What follows belongs to an exercise in optimizing a design on an open flow for small area; a production flow would make more cautious choices. The RTL was checked by simulation tests, not by an equivalence proof against the original design. Power and IR drop assume default switching activity.

`config.mk`:
```
export PLATFORM = sky130hd
export DESIGN_NAME = ctrl_microondas
export DESIGN_NICKNAME = ctrl_microondas
export VERILOG_FILES = /design/flow/design.v
export SDC_FILE = /design/flow/constraint.sdc
export NUM_CORES = 4
export LEC_CHECK = 0
export CAP_MARGIN = 20
export CORE_MARGIN = 2
export CORE_UTILIZATION = 40
export SLEW_MARGIN = 20
```
`constraint.sdc`:
```
create_clock -name core_clock -period 10.0 [get_ports {clock}]
set_input_delay 2.0000 -clock core_clock [delete_from_list [all_inputs] [get_ports {clock}]]
set_output_delay 2.0000 -clock core_clock [all_outputs]
set_load 0.01 [all_outputs]
```
`design.v`:
```
module edge_detector
  #(parameter DEBOUNCE = 130000)
(
  input clock, reset, din,
  output reg rising
);
  reg [16:0] contador;
  reg [1:0] EA;
  always @(posedge clock or posedge reset)
  begin
    if (reset == 1'b1) begin
	  EA <= 2'd0;
      rising <= 1'b0;
	  contador <= 17'd0;
    end
    else begin
      case (EA)
        2'd0 : begin
          if (din == 1'b1) begin
            contador <= 17'd0;
			EA <= 2'd1;
			rising <= 1'b1;
          end
        end
        2'd1 : begin
	      EA <= 2'd2;
	      rising <= 1'b0;
        end	
        default : begin
          if (din == 1'b0 && contador > DEBOUNCE) begin  
            EA <= 2'd0;
		  end
		  else begin
		    contador <= contador + 1;
          end
        end
      endcase
    end
  end
endmodule
module dspl_drv_NexysA7 
#(parameter HALF_MS_COUNT = 50000)
(
  input clock, reset,
  input [5:0] d1, d2, d3, d4, d5, d6, d7, d8,
  output reg [7:0] an, dec_cat
);
  reg ck_1KHz;
  reg [2:0] dig_selection;
  reg [4:0] selected_dig;
  reg [31:0] count_50K;
  wire ck_1KHz_rise = (count_50K == HALF_MS_COUNT-1) && (ck_1KHz == 1'b0);
  always @(posedge clock or posedge reset)
  begin
    if (reset == 1'b1) begin
      ck_1KHz   <= 1'b0;
      count_50K <= 32'd0;
    end
    else begin
      if (count_50K == HALF_MS_COUNT-1) begin
        ck_1KHz   <= ~ck_1KHz;
        count_50K <= 32'd0;
      end
      else begin
        count_50K <= count_50K + 1;
      end
    end
  end
  always @(posedge clock or posedge reset)
  begin
    if (reset == 1'b1) begin
      dig_selection <= 3'd0;
      selected_dig  <= 5'd0;
      an            <= 8'b11111111;  
    end
    else if (ck_1KHz_rise) begin
      if (dig_selection == 3'b111) begin
        dig_selection <= 3'd0;
      end
      else begin
        dig_selection <= dig_selection + 1;
      end
      case (dig_selection)
        3'd0 : begin
          selected_dig <= d1[4:0];
          an <= {7'b1111111, ~d1[5]};
        end
        3'd1 : begin
          selected_dig <= d2[4:0];
          an <= {6'b111111, ~d2[5], 1'b1};
        end
        3'd2 : begin
          selected_dig <= d3[4:0];
          an <= {5'b11111, ~d3[5], 2'b11};
        end
        3'd3 : begin
          selected_dig <= d4[4:0];
          an <= {4'b1111, ~d4[5], 3'b111};
        end
        3'd4 : begin
          selected_dig <= d5[4:0];
          an <= {3'b111, ~d5[5], 4'b1111};
        end
        3'd5 : begin
          selected_dig <= d6[4:0];
          an <= {2'b11, ~d6[5], 5'b11111};
        end
        3'd6 : begin
          selected_dig <= d7[4:0];
          an <= {1'b1, ~d7[5], 6'b111111};
        end
        default : begin
          selected_dig <= d8[4:0];
          an <= {~d8[5], 7'b1111111};
        end
      endcase
    end
  end
  always @*
  begin
    case (selected_dig[4:1])
      4'h0 : dec_cat[7:1] = 7'b0000001;
      4'h1 : dec_cat[7:1] = 7'b1001111;
      4'h2 : dec_cat[7:1] = 7'b0010010;
      4'h3 : dec_cat[7:1] = 7'b0000110;
      4'h4 : dec_cat[7:1] = 7'b1001100;
      4'h5 : dec_cat[7:1] = 7'b0100100;
      4'h6 : dec_cat[7:1] = 7'b0100000;
      4'h7 : dec_cat[7:1] = 7'b0001111;
      4'h8 : dec_cat[7:1] = 7'b0000000;
      4'h9 : dec_cat[7:1] = 7'b0000100;
      4'hA : dec_cat[7:1] = 7'b0001000;
      4'hB : dec_cat[7:1] = 7'b1100000;
      4'hC : dec_cat[7:1] = 7'b0110001;
      4'hD : dec_cat[7:1] = 7'b1000010;
      4'hE : dec_cat[7:1] = 7'b0110000;
      default : dec_cat[7:1] = 7'b0111000;
    endcase
    dec_cat[0] = ~selected_dig[0];
  end
endmodule
module timer
  #(parameter HALF_MS_CONT = 50000000,
    parameter HALF_MS_COUNT = 50000,
    parameter DEBOUNCE = 130000)
(
  input start,
  input pause,
  input stop,
  input [6:0] min,  
  input [6:0] sec,  
  input reset,
  input clock,
  output [7:0] an,   
  output [7:0] dec_cat,  
  output done 
);
    wire start_ed;
    wire pause_ed;
    wire stop_ed;
    wire [3:0] uni_min, dez_min, uni_seg, dez_seg;
    reg clk_1;
    reg [31:0] cont_50K;
    wire clk_1_rise = (cont_50K == HALF_MS_CONT-1) && (clk_1 == 1'b0);
    reg [6:0] min_left, sec_left;
    reg [1:0] EA;
  edge_detector #(.DEBOUNCE(DEBOUNCE)) startf (.clock(clock), .reset(reset), .din(start), .rising(start_ed));  
  edge_detector #(.DEBOUNCE(DEBOUNCE)) pausef (.clock(clock), .reset(reset), .din(pause), .rising(pause_ed));
  edge_detector #(.DEBOUNCE(DEBOUNCE)) stopf (.clock(clock), .reset(reset), .din(stop), .rising(stop_ed));
    always @(posedge clock or posedge reset)
    begin
      if (reset == 1'b1) begin  
        clk_1   <= 1'b0;
        cont_50K <= 32'd0;  
      end
      else begin
        if (cont_50K == HALF_MS_CONT-1) begin
          clk_1  <= ~clk_1;  
          cont_50K <= 32'd0;  
       end
      else begin
        if (EA == 2'd1 || EA == 2'd0) begin
        cont_50K <= cont_50K + 1;  
        end
      end
    end
end
always @(posedge clock or posedge reset)
begin
  if (reset == 1) begin
    EA <= 2'd00;  
  end
  else begin
    case (EA)
      2'd0:  
        begin
          if (start_ed == 1) begin  
            EA <= 2'd1;  
          end
        end
      2'd1:  
        begin
          if (stop_ed == 1 || (min_left == 7'd0 && sec_left == 7'd0)) begin  
            EA <= 2'd00;  
          end
          else if (pause_ed == 1) begin  
            EA <= 2'd02;  
          end
        end
      2'd2:  
        begin
          if (pause_ed == 1 || start_ed == 1) begin  
            EA <= 2'd01;  
          end
          else if (stop_ed == 1) begin  
            EA <= 2'd00;  
          end
        end
    endcase
  end
end
assign done = (EA == 2'd0) ? 1'b1 : 1'b0;
assign uni_min = (min_left%10);
assign dez_min = (min_left/10);
assign uni_seg = (sec_left%10);
assign dez_seg = (sec_left/10);
always @(posedge clock or posedge reset) begin
  if(reset)begin    
    min_left <= 7'd0;
    sec_left <= 7'd0;
  end
  else if (clk_1_rise) begin
    if(EA == 2'd0)begin
      if(min > 7'd99)begin
        min_left <= 7'd99;
        sec_left <= 7'd59;
      end
      else begin
        min_left <= min;
      end
      if(sec > 7'd59)begin
       sec_left <= 7'd59;
      end
      else begin
       sec_left <= sec;
      end
    end
    else if(EA == 2'd1)begin
      if(sec_left == 7'd0)begin
          min_left <= min_left - 1;  
          sec_left <= 7'd59;
        end
      else begin
       sec_left <=sec_left - 1;  
      end
    end
  end
end 
  dspl_drv_NexysA7 #(.HALF_MS_COUNT(HALF_MS_COUNT)) driver (.reset(reset), .clock(clock), .d1({1'b1,uni_seg[3:0],1'b0}), .d2({1'b1,dez_seg[3:0],1'b0}), .d3({1'b1,uni_min[3:0],1'b0}), .d4({1'b1,dez_min[3:0],1'b0}), .d5(6'd0), .d6(6'd0), .d7(6'd0), .d8(6'd0), .an(an), .dec_cat(dec_cat));
endmodule                                                  
module ctrl_microondas
(
  input start,
  input stop,
  input pause,
  input porta,
  input mais,
  input menos,
  input potencia,
  input [1:0] min_mode,
  input sec_mode,
  input reset,
  input clock,
  output [7:0] an,
  output [7:0] dec_cat,  
  output [2:0] potencia_rgb
);
  localparam HALF_S_COUNT  = 500;  
  localparam HALF_MS_COUNT = 5;    
  localparam DEBOUNCE      = 13;   
  wire start_ed;
  wire pause_ed;
  wire stop_ed;
  wire mais_ed;
  wire menos_ed;
  wire [7:0]an_s;  
  wire [7:0]dec_cat_timer, dec_cat_pot;
  wire done_ed;
  reg [1:0] EA;
  reg [6:0] min, sec;
  reg [1:0] sel_potencia;
  reg [1:0]porta_pause;
  timer #(.HALF_MS_CONT(HALF_S_COUNT), .HALF_MS_COUNT(HALF_MS_COUNT), .DEBOUNCE(DEBOUNCE)) timepp (.clock(clock), .stop(stop_ed), .pause(porta_pause[0]),.start(start_ed), .reset(reset), .done(done_ed), .min(min), .sec(sec), .an(an_s), .dec_cat(dec_cat_timer));  
  assign an = an_s;
  edge_detector #(.DEBOUNCE(DEBOUNCE)) startf (.clock(clock), .reset(reset), .din(start), .rising(start_ed));  
  edge_detector #(.DEBOUNCE(DEBOUNCE)) pausef (.clock(clock), .reset(reset), .din(pause), .rising(pause_ed));
  edge_detector #(.DEBOUNCE(DEBOUNCE)) stopf (.clock(clock), .reset(reset), .din(stop), .rising(stop_ed));
  edge_detector #(.DEBOUNCE(DEBOUNCE)) menosf (.clock(clock), .reset(reset), .din(menos), .rising(menos_ed));
  edge_detector #(.DEBOUNCE(DEBOUNCE)) maisf (.clock(clock), .reset(reset), .din(mais), .rising(mais_ed));
   always @(posedge clock or posedge reset)begin
   if(reset == 1)begin 
    porta_pause <= 1'b0;
   end 
   else if(pause_ed == 1 || porta == 1)begin  
        porta_pause <= 1'b1;
   end
   else begin
        porta_pause <= 1'b0;
   end
   end
  always @(posedge clock or posedge reset)begin
  if(reset == 1)begin
   EA <= 2'd0;
  end
  else begin
    case(EA)
      2'd0:  
        begin
          if(start_ed == 1)begin  
            EA <= 2'd3;
          end
        end
      2'd1:  
        begin
          if(porta_pause == 1'b1)begin  
            EA <= 2'd2;  
          end
          else if(stop_ed == 1 || done_ed == 1 )begin   
              EA <= 2'd0;  
          end
        end
      2'd2:  
        begin
          if(start_ed == 1 || porta_pause == 1 )begin  
            EA <= 2'd1;  
          end
        end
      2'd3:  
      begin
          if(done_ed == 0)begin  
            EA <= 2'd1;  
          end 
          else begin
            EA <= 2'd3;  
          end
       end
       default: begin
            EA <= 2'd0;  
       end 
    endcase
    end
  end
always@(posedge clock or posedge reset) begin
if(reset == 1)begin  
     min <= 7'd0;
     sec <= 7'd0;
end
else if( EA == 2'd1)begin  
    min <= 7'd0;
     sec <= 7'd0;
end
else begin
if(potencia == 0)begin  
if(min_mode[1])begin  
    if(mais_ed == 1)begin  
        if(min >= 7'd90) begin  
            min <= 7'd99;  
            sec <= 7'd59;  
        end
        else begin 
        min <= min + 7'd10;  
        end
    end
    else if(menos_ed == 1)begin   
      min <= min - 10;  
    end
end 
else if(min_mode[0])begin  
    if(mais_ed == 1)begin  
      min <= min + 1;  
    end
    else if(menos_ed == 1)begin   
        if(min == 7'd0)begin  
        min <= 7'd0;
        end
      min <= min - 1;
    end
end
else if(sec_mode == 1)begin  
  if(mais_ed == 1)begin  
       if(sec >= 7'd59) begin  
          sec <= 7'd59;  
        end
      sec <= sec + 10;  
    end
    else if(menos_ed == 1)begin   
        if(sec == 7'd0)begin  
        sec <= 7'd0;  
        end
      sec <= sec - 10;  
    end
  end
else if(sec_mode == 0)begin  
   if(mais_ed == 1)begin  
      sec <= sec + 1;  
    end
        else if(menos_ed == 1)begin   
         sec <= sec - 1;  
        end
      end
    end
  end
end
assign dec_cat_pot = (sel_potencia == 2'd0) ?  8'b11101111:
                      (sel_potencia == 2'd1) ? 8'b11111101:
                      8'b01111111 ;
always @(posedge clock or posedge reset)begin
    if(reset == 1)begin
      sel_potencia <= 2'd0;  
    end
    else begin
    if(potencia == 1 && EA == 2'd0)begin
      case(sel_potencia)
        2'd0:
          begin
            if(mais_ed == 1)begin
              sel_potencia <= 2'd1;
            end 
            else if(menos_ed == 1)begin
              sel_potencia <= 2'd0; 
            end
          end
        2'd1:
          begin
            if(mais_ed == 1)begin
              sel_potencia <= 2'd2;
            end
            else if(menos_ed == 1)begin
              sel_potencia <= 2'd0;   
            end
          end
        2'd2:
          begin
            if(mais_ed == 1)begin
              sel_potencia <= 2'd2;
            end
            else if(menos_ed == 1)begin
              sel_potencia <= 2'd1; 
            end
          end
        endcase
    end
  end 
end
assign dec_cat = (an_s[5] == 0) ? dec_cat_pot :
                  dec_cat_timer;
assign potencia_rgb = (EA == 2'd0 || EA == 2'd2 || porta_pause == 1'b1) ? 3'b000:  
                      (sel_potencia == 2'd0) ? 3'b001:  
                      (sel_potencia == 2'd1) ? 3'b010:  
                      3'b100;  
endmodule
```
`run.sh`:
```
#!/bin/bash
# synth_recipe.tcl (not shown) runs the flow's synth.tcl, then flattens the netlist and writes it again
# the make line also repeats each setting of config.mk as NAME=value (left out here)
make -C /OpenROAD-flow-scripts/flow DESIGN_CONFIG=/design/flow/config.mk WORK_HOME=/design/flow/orfs CLKGATE_MAP_FILE= SYNTH_SCRIPT=/design/flow/synth_recipe.tcl finish
```
==> out/results.ini <==
[run_status]
status = timing/DRC/antenna clean

[floorplan]
dieArea_um2 = 39800
start_util_pct = 40.6
fp.dieH_um = 199
ios = 31
rows = 71
coreArea_um2 = 37700
die_x_um = 199

[cts]
cts_root_buffer = clkbuf_16
clk_pin_slew_ns = 0.06
cts_made_buffers = 30
cts_resized = 0
cts_tree = built
cts.sinks = 272
clk-insertion-delay-late_ns = 0.58
cts.hold.buffers_added = 0
post_cts_buffers = 0
cts_max_level = 1
cts_buffer_depth = 3

[synthesis]
postSynthCellCount = 1691
synth-seq-cells = 272
synthArstFlopShare_pct = 100
syn_area_um2 = 15300
synth_seq_area_share_pct = 44.6
ys_types = 79
synth_warnings = 4
synth-edff-count = 0
synth.avg_cell_area_um2 = 9.04
synthFlopType = dfrtp_1

[final_layout]
antenna_cells = 0
utilization_pct = 45.3
layout.cells.non_filler = 2233
fin_area_um2 = 17100
drive_gt1_share_pct = 5.05
nets = 1769
syn_to_final_growth_pct = 11.8
nFillCells = 3653

[critical_path]
timing.rr.end = timepp.driver.selected_dig[3]$_DFFE_PP0P_
worstReg2RegStart = timepp.driver.dig_selection[0]$_DFFE_PP0P_
cp.required_ns = 10.46
path_max_fanout = 8
endpoint_kind = flop
rr_worst_depth = 17
crit_arrival_ns = 5.37
r2r_slack_ns = 5.10
critPathLaunchType = flop
path_class = reg -> reg

[job]
maxCapViolations = 0

[route]
wl_per_cell_um = 13.6
drt-initial-drc-count = 638
firstDrtPassIters = 5
ant_nets = 0
vias_per_cell = 5.22
vias = 11700
routed_wl_mm = 30.5
drc = 0

[global_route]
grt_busiest_layer = met2
gr-total-overflow = 0
grt_pass1_vias = 11600
grt_use_met2_pct = 26.9
grt_max_degree = 149
use_met3_pct = 2.67
globalRouteTotalUtil_pct = 16.1
antenna_found_initial = 0
grt_pass1_wl_mm = 54.2
grt_use_met1_pct = 21.7

[power_and_ir_drop]
p_per_area_nw_per_um2 = 213
comb_power_share_pct = 26.0
leakagePower_nw = 7.59
ir_worst_vdd_uv = 124
seqPwrFrac_pct = 40.6
p_switching_w = 0.00124
switching_share_pct = 34.0
power.internal_w = 0.00240
clkPwrFrac_pct = 33.4

[timing]
setup_viol = 0
maxSlewHeadroom_pct = 29.8
finalHoldViolCount = 0
rsz0062_at_grt = no
worst_pin_slew_ns = 1.04
fin_crit_ns = 4.90
slew_violations = 0
period_share_pct = 49.0
clock_skew_ns = 0.0271
timing.fmax_mhz = 204
fin_setup_tns_ns = 0

[hold_path]
hold_start = stopf.EA[0]$_DFFE_PP0P_
hold_class = reg -> reg
hold_path_end = stopf.rising$_DFFE_PP0P_
whs_path_depth = 1

[placed_design]
io_buffers = 25
hpwl_mm = 20.7
gp_congestion = 0.840
place_inst = 2176
place_area_um2 = 16000

==> worst max-delay path by stage <==
stage	startpoint	to
2_1_floorplan	reset	EA[0]$_DFFE_PP0P_
3_3_place_gp	timepp.driver.dig_selection[0]$_DFFE_PP0P_	timepp.driver.selected_dig[3]$_DFFE_PP0P_
3_5_place_dp	timepp.driver.dig_selection[0]$_DFFE_PP0P_	timepp.driver.selected_dig[3]$_DFFE_PP0P_
4_1_cts	timepp.driver.dig_selection[0]$_DFFE_PP0P_	timepp.driver.selected_dig[3]$_DFFE_PP0P_
5_1_grt	timepp.driver.dig_selection[0]$_DFFE_PP0P_	timepp.driver.selected_dig[3]$_DFFE_PP0P_
6_report	timepp.driver.dig_selection[0]$_DFFE_PP0P_	timepp.driver.selected_dig[3]$_DFFE_PP0P_
==> kinds of logic after synthesis <==
logic type	Yosys count	synth area share [%]
compound gates	277	10.9
xor+xnor	193	11.1
fa+ha+maj	59	4.98
buf+inv	145	3.88
flops	272	44.6
mux	22	1.62
other cells	1	0.0245
simple gates	722	23.0
==> power groups by stage <==
stage | Clock [W] | Combinational, W | Sequential, W
after floorplan | 0 | 0.000794 | 0.00142
after global placement | 0 | 0.000930 | 0.00149
after detailed placement | 0 | 0.000950 | 0.00149
after CTS | 0.00125 | 0.000956 | 0.00148
after global routing | 0.00130 | 0.00111 | 0.00151
final | 0.00122 | 0.000948 | 0.00148
==> cell usage in the layout, fill, tap and decap left out, drive strengths merged, types with 4 or more instances in the layout <==
master	n
o31ai	8
nand2b	8
mux2i	15
nand3	107
nand4	39
nor2	246
xor2	101
nor3	44
dfrtp	268
buf	6
nand2	119
or4	4
mux2	6
nor4	31
clkinv	9
ha	56
o21ai	102
nor2b	16
a21o	10
a211oi	9
o21a	4
bufinv	6
o22ai	6
a21oi	78
inv	83
dfstp	4
o211ai	11
nor4b	8
clkbuf	43
or2	5
xnor2	92
clkdlybuf4s50	25
and2	8
and3	45
conb	5
a31oi	16
nor3b	12
or3	17
o22a	4
==> flip-flops by register name (all words and copies together) (netlist names), 3 cells and up <==
signal / cells
sec: 7
timepp.pausef.contador: 17
timepp.cont_50K: 32
timepp.sec_left: 7
min: 7
timepp.stopf.contador: 17
timepp.startf.contador: 17
timepp.min_left: 7
timepp.driver.dig_selection: 3
maisf.contador: 17
timepp.driver.count_50K: 32
stopf.contador: 17
menosf.contador: 17
timepp.driver.an: 4
timepp.driver.selected_dig: 4
pausef.contador: 17
startf.contador: 17
==> final cells by class <==
class                           instances  area [um^2]  share of cell area (%)
Clock buffer                           42          866                    5.07
Clock inverter                         14          235                    1.38
Inverter                               84          323                    1.89
Multi-Input combinational cell       1278         7890                    46.2
Sequential cell                       272         6810                    39.9
Tap cell                              511          639                    3.74
Timing Repair Buffer                   32          313                    1.83
==> Yosys cell counts, types with 6 or more instances <==
master	count	area, um^2
and2_1	6	37.5
o211ai_1	11	82.6
nor2b_1	16	100
a21o_1	10	75.1
nor4b_1	8	70.1
nor4_1	31	194
xnor2_1	92	806
ha_1	56	701
mux2i_1	15	150
nor3b_1	12	90.1
nand3_1	107	536
nor2_1	246	923
xor2_1	101	885
a21oi_1	78	390
or3_1	16	100
nand4_1	39	244
o21ai_0	97	485
a31oi_1	16	100
nor3_1	42	210
nand2b_1	8	50.1
nand2_1	119	447
and3_1	45	282
o22ai_1	6	37.5
o31ai_1	6	45.0
inv_1	82	308
buf_4	6	45.0
clkbuf_1	47	176
dfrtp_1	268	6710
a211oi_1	8	60.1
==> critical path: stages, from the launching register on <==
cell	delay, ns
dfrtp_1	0.41
inv_1	0.11
ha_1	0.31
nor2b_1	0.54
mux2_4	0.38
ha_1	0.28
nor3_1	0.34
nor3_1	0.08
o32a_1	0.42
o21ai_0	0.17
o31ai_1	0.12
ha_1	0.25
a21boi_0	0.14
a31oi_1	0.22
o21ai_0	0.15
a211oi_2	0.40
mux2_4	0.34
o31ai_2	0.16
==> per-stage QoR <==
stage	power, W	hold WS, ns	setup WS (ns)
after floorplan	0.00221	0.418	0.511
after global placement	0.00242	0.426	5.34
after detailed placement	0.00244	0.430	5.14
after CTS	0.00369	0.441	5.12
after global routing	0.00392	0.463	4.73
final	0.00364	0.441	5.10
==> layer usage <==
layer  vias to the layer above  routed length [um]
met2                       134               14000
met1                      5611               14800
met4                         0                 629
li1                       5868                   -
met5                         -                   0
met3                        53                1020

port drivers added, routing unchanged:
Ports are ideal in the flow. The routed layout listed here was re-timed in OpenROAD. Step 1 sets driving cells, clkbuf_16 on the clock port and buf_2 on the other inputs (assumed; they add their load-dependent delay and slew). Step 2 moves the port delays by t, midway between the first and last clock arrival at a register: inputs arrive t later, outputs are due t later. That takes back most of the time a late clock gives input paths. a / b / c = no drivers / after step 1 / after step 2; a / b = the first two.
t (ns): 0.615
setup WS [ns]: 5.096 / 5.096 / 5.096
slew at the worst register clock pin (ns): 0.07 / 0.07
worst slew at a driven data input, ns: 0.04
pins driven straight from the clock port: 1
After both steps setup and hold are still met in this run. For this run, drivers alone change the setup slack by 0.000 ns; drivers and shift together by 0.000 ns.
